What follows belongs to an exercise in optimizing a design on an open flow for small area; a production flow would make more cautious choices.
Only simulation tests tie the RTL to the original design; equivalence was not proved.
Power and IR drop assume default switching activity.

==> flow/design.v (excerpt) <==
module alu #(
    parameter WIDTH     = 8,
    parameter BITS      = 64,
    parameter PRECISION = 2
) (
    input  logic                 clk, rst,
    input  logic [     BITS-1:0] a,
    input  logic [     BITS-1:0] b,
    output logic [     BITS-1:0] result_final,
    input  logic [PRECISION-1:0] precision,
    input  logic [          3:0] opcode,
    output logic                 carry
);
==> flow/config.mk <==
export PLATFORM = sky130hd
export DESIGN_NAME = alu
export DESIGN_NICKNAME = alu
export VERILOG_FILES = /design/flow/design.v
export SDC_FILE = /design/flow/constraint.sdc
export NUM_CORES = 4
export LEC_CHECK = 0
export CAP_MARGIN = 20
export CORE_MARGIN = 2
export CORE_UTILIZATION = 60
export CTS_BUF_LIST = sky130_fd_sc_hd__clkbuf_2 sky130_fd_sc_hd__clkbuf_4
export CTS_CLUSTER_SIZE = 30
export GPL_TIMING_DRIVEN = 0
export SLEW_MARGIN = 20
export SYNTH_HIERARCHICAL = 1
export SYNTH_MINIMUM_KEEP_SIZE = 0
==> flow/constraint.sdc <==
create_clock -name core_clock -period 6.0 [get_ports {clk}]
set_input_delay 1.2000 -clock core_clock [delete_from_list [all_inputs] [get_ports {clk}]]
set_output_delay 1.2000 -clock core_clock [all_outputs]
set_load 0.01 [all_outputs]
standard.sh (not shown) runs the stock make flow with config.mk's settings and CLKGATE_MAP_FILE= SYNTH_SCRIPT=/design/flow/synth_recipe.tcl, a recipe that flattens the netlist after the stock synthesis.
==> flow/flow/run.sh <==
#!/bin/bash
# Standard synthesis, then every combinational cell is set to its smallest
# drive strength (the layout's repair steps size up what timing needs), then
# the standard layout with the ports buffered by buf_1.
set -euo pipefail
bash standard.sh synth > synth.log 2>&1
openroad -no_init -exit flow/downsize.tcl > downsize.log 2>&1
export BUFFER_PORTS_ARGS="-buffer_cell sky130_fd_sc_hd__buf_1"
bash standard.sh > layout.log 2>&1
==> flow/flow/downsize.tcl <==
# Swap each combinational cell of the synthesized netlist to the _1 (or _0)
# drive strength of the same cell, when that is smaller.
set odb_file orfs/results/sky130hd/alu/base/1_synth.odb
read_db $odb_file
set db [ord::get_db]
set n 0
foreach inst [[ord::get_db_block] getInsts] {
  set m [$inst getMaster]
  set name [$m getName]
  if { ![regexp {^(sky130_fd_sc_hd__[a-z0-9]+)_([0-9]+)$} $name -> base drive] } { continue }
  if { [regexp {__(df|dl|sdf|edf|conb|tap|fill|decap|clkdlybuf|dlygate|dlymetal)} $base] } { continue }
  set best $m
  foreach d {0 1} {
    set cand [$db findMaster ${base}_$d]
    if { $cand ne "NULL" && [expr {[$cand getWidth] < [[set best] getWidth]}] } { set best $cand }
  }
  if { $best ne $m } {
    $inst swapMaster $best
    incr n
  }
}
puts "downsized $n instances"
write_db $odb_file
Rerun with:
--- a/flow/design.v
+++ b/flow/design.v
@@ -32,25 +32,17 @@
   assign op_ne  = (opcode == 4'b0101);
   assign op_avg = (opcode == 4'b0111) | (opcode == 4'b1000);
   assign op_max = (opcode == 4'b1001);
   assign op_min = (opcode == 4'b1010);
   assign op_mm  = op_max | op_min;
   logic [63:0] p, g, s;
   logic [7:0]  ngb, npb, nc7, cb, ncb;
-  logic [7:0] sub_b, and_b, xor_b, sum_b, avg_b;
-  for (genvar k = 0; k < 8; k++) begin : g_cbuf
-    c_buf u_sub (.a(sub),    .y(sub_b[k]));
-    c_buf u_and (.a(op_and), .y(and_b[k]));
-    c_buf u_xor (.a(op_xor), .y(xor_b[k]));
-    c_buf u_sum (.a(op_sum), .y(sum_b[k]));
-    c_buf u_avg (.a(op_avg), .y(avg_b[k]));
-  end
   for (genvar k = 0; k < 8; k++) begin : g_byte
     byte_add u_add (
-        .a(a[8*k+7:8*k]), .b(b[8*k+7:8*k]), .sub(sub_b[k]), .cb(cb[k]), .ncb(ncb[k]),
+        .a(a[8*k+7:8*k]), .b(b[8*k+7:8*k]), .sub(sub), .cb(cb[k]), .ncb(ncb[k]),
         .p(p[8*k+7:8*k]), .g(g[8*k+7:8*k]), .s(s[8*k+7:8*k]),
         .ngb(ngb[k]), .npb(npb[k]), .nc7(nc7[k])
     );
   end
   logic nsub;
   logic [7:0] e1n;                  
   logic [7:0] eg, ep;               
@@ -145,19 +137,19 @@
       c_mux2 u_ka (.a0(kal), .a1(kan), .s(nltl[k]), .y(ka));
     end
     assign kv7  = op_avg & ~top[k];
     assign neqb = ~(split[k] & ((op_eq & eql[k]) | (op_ne & ~eql[k])));
     for (genvar j = 0; j < 8; j++) begin : g_bit
       localparam int i = 8 * k + j;
       logic r0n, r1n;
-      c_aoi222 u_r0 (.a1(and_b[k]), .a2(g[i]), .b1(xor_b[k]), .b2(p[i]), .c1(sum_b[k]), .c2(s[i]), .y(r0n));
+      c_aoi222 u_r0 (.a1(op_and), .a2(g[i]), .b1(op_xor), .b2(p[i]), .c1(op_sum), .c2(s[i]), .y(r0n));
       if (i == 63) begin
         c_aoi22 u_r1 (.a1(ka), .a2(a[i]), .b1(kb), .b2(b[i]), .y(r1n));
       end else begin
-        c_aoi222 u_r1 (.a1(j == 7 ? kv7 : avg_b[k]), .a2(s[i+1]), .b1(ka), .b2(a[i]), .c1(kb), .c2(b[i]), .y(r1n));
+        c_aoi222 u_r1 (.a1(j == 7 ? kv7 : op_avg), .a2(s[i+1]), .b1(ka), .b2(a[i]), .c1(kb), .c2(b[i]), .y(r1n));
       end
       if (j == 0) c_nand3 u_r2 (.a(r0n), .b(r1n), .c(neqb), .y(res[i]));
       else        c_nand2 u_r2 (.a(r0n), .b(r1n), .y(res[i]));
     end
   end
   logic [63:0] res_q;
   logic        co_q;
@@ -186,36 +178,30 @@
   logic [7:0] c;     
   for (genvar j = 0; j < 8; j++) begin : g_bit
     c_xor2 u_bm (.a(b[j]), .b(sub), .y(bm[j]));
     c_ha   u_ha (.a(a[j]), .b(bm[j]), .s(p[j]), .c(g[j]));
     if (j == 2 || j == 4 || j == 6) c_nor2 u_k (.a(a[j]), .b(bm[j]), .y(k[j]));
     else assign k[j] = 1'b0;
   end
-  assign gc[0] = 1'b0;
-  assign pc[0] = 1'b0;
+  assign gc[0] = g[0];
+  assign pc[0] = p[0];
   for (genvar j = 1; j < 8; j++) begin : g_rip
-    if (j == 1) begin
-      c_aoi21 u_g (.a1(p[j]), .a2(g[0]), .b1(g[j]), .y(gc[j]));       
-      c_nand2 u_p (.a(p[j]), .b(p[0]), .y(pc[j]));                    
-    end else if (j % 2 == 1) begin
+    if (j % 2 == 1) begin
       c_aoi21 u_g (.a1(p[j]), .a2(gc[j-1]), .b1(g[j]), .y(gc[j]));    
       c_nand2 u_p (.a(p[j]), .b(pc[j-1]), .y(pc[j]));                 
     end else begin
       c_aoi21 u_g (.a1(p[j]), .a2(gc[j-1]), .b1(k[j]), .y(gc[j]));    
       c_nor2b u_p (.a(pc[j-1]), .bn(p[j]), .y(pc[j]));                
     end
   end
   assign ngb = gc[7];
   assign npb = pc[7];
   c_xor2 u_s0 (.a(p[0]), .b(cb), .y(s[0]));
   for (genvar j = 1; j < 8; j++) begin : g_sum
-    if (j == 1) begin
-      c_aoi21 u_c (.a1(p[0]), .a2(cb), .b1(g[0]), .y(c[j]));
-      c_xnor2 u_s (.a(p[j]), .b(c[j]), .y(s[j]));
-    end else if ((j - 1) % 2 == 0) begin
+    if ((j - 1) % 2 == 0) begin
       c_aoi21 u_c (.a1(pc[j-1]), .a2(cb), .b1(gc[j-1]), .y(c[j]));
       c_xnor2 u_s (.a(p[j]), .b(c[j]), .y(s[j]));
     end else begin
       c_o21ai u_c (.a1(pc[j-1]), .a2(ncb), .b1(gc[j-1]), .y(c[j]));
       c_xor2  u_s (.a(p[j]), .b(c[j]), .y(s[j]));
     end
   end
@@ -261,10 +247,7 @@
 endmodule
 module c_a21o (input logic a1, a2, b1, output logic y);
   assign y = (a1 & a2) | b1;
 endmodule
 module c_mux2 (input logic a0, a1, s, output logic y);
   assign y = s ? a1 : a0;
 endmodule
-module c_buf (input logic a, output logic y);
-  assign y = a;
-endmodule
Effect: Cell area increases by 1.3%. Total power decreases by 1.5%. Area after synthesis decreases by 1.0%. Routed wire length decreases by 0.90%. First-iteration DRC count decreases by 16%. Hold slack is about the same. Flip-flop and latch count is unchanged. Die area decreases by 0.98%.

-- re-timing with driven ports --
No port has a modelled driver above. Below, the same layouts with a new extraction and two added sets of constraints. Step 1: set_driving_cell puts a clkbuf_16 on clk and a buf_2 on each other input, an assumption about the parent block. Step 2, shift: input delay + t, output delay - t, t = (earliest + latest rising clock arrival at the registers) / 2. This alone moves slack from input paths to output paths. Three values: ideal, step 1, step 2; two values: the first two.
run | shift t [ns] | setup WS [ns] | worst setup path after step 2 | clock arrival spread, ns | worst register clock-pin slew, ns
the first run | 0.577 | 0.153 / 0.163 / -0.414 | input to register | 0.016 / 0.016 | 0.11 / 0.11
the second run | 0.581 | 0.316 / 0.300 / -0.281 | input to register | 0.014 / 0.014 | 0.11 / 0.11
With both steps, setup timing fails in the first run and the second run, where it was met with ideal ports. The setup slack of the second run, which loses most, moves by -0.016 ns with the drivers and by -0.597 ns with both steps.
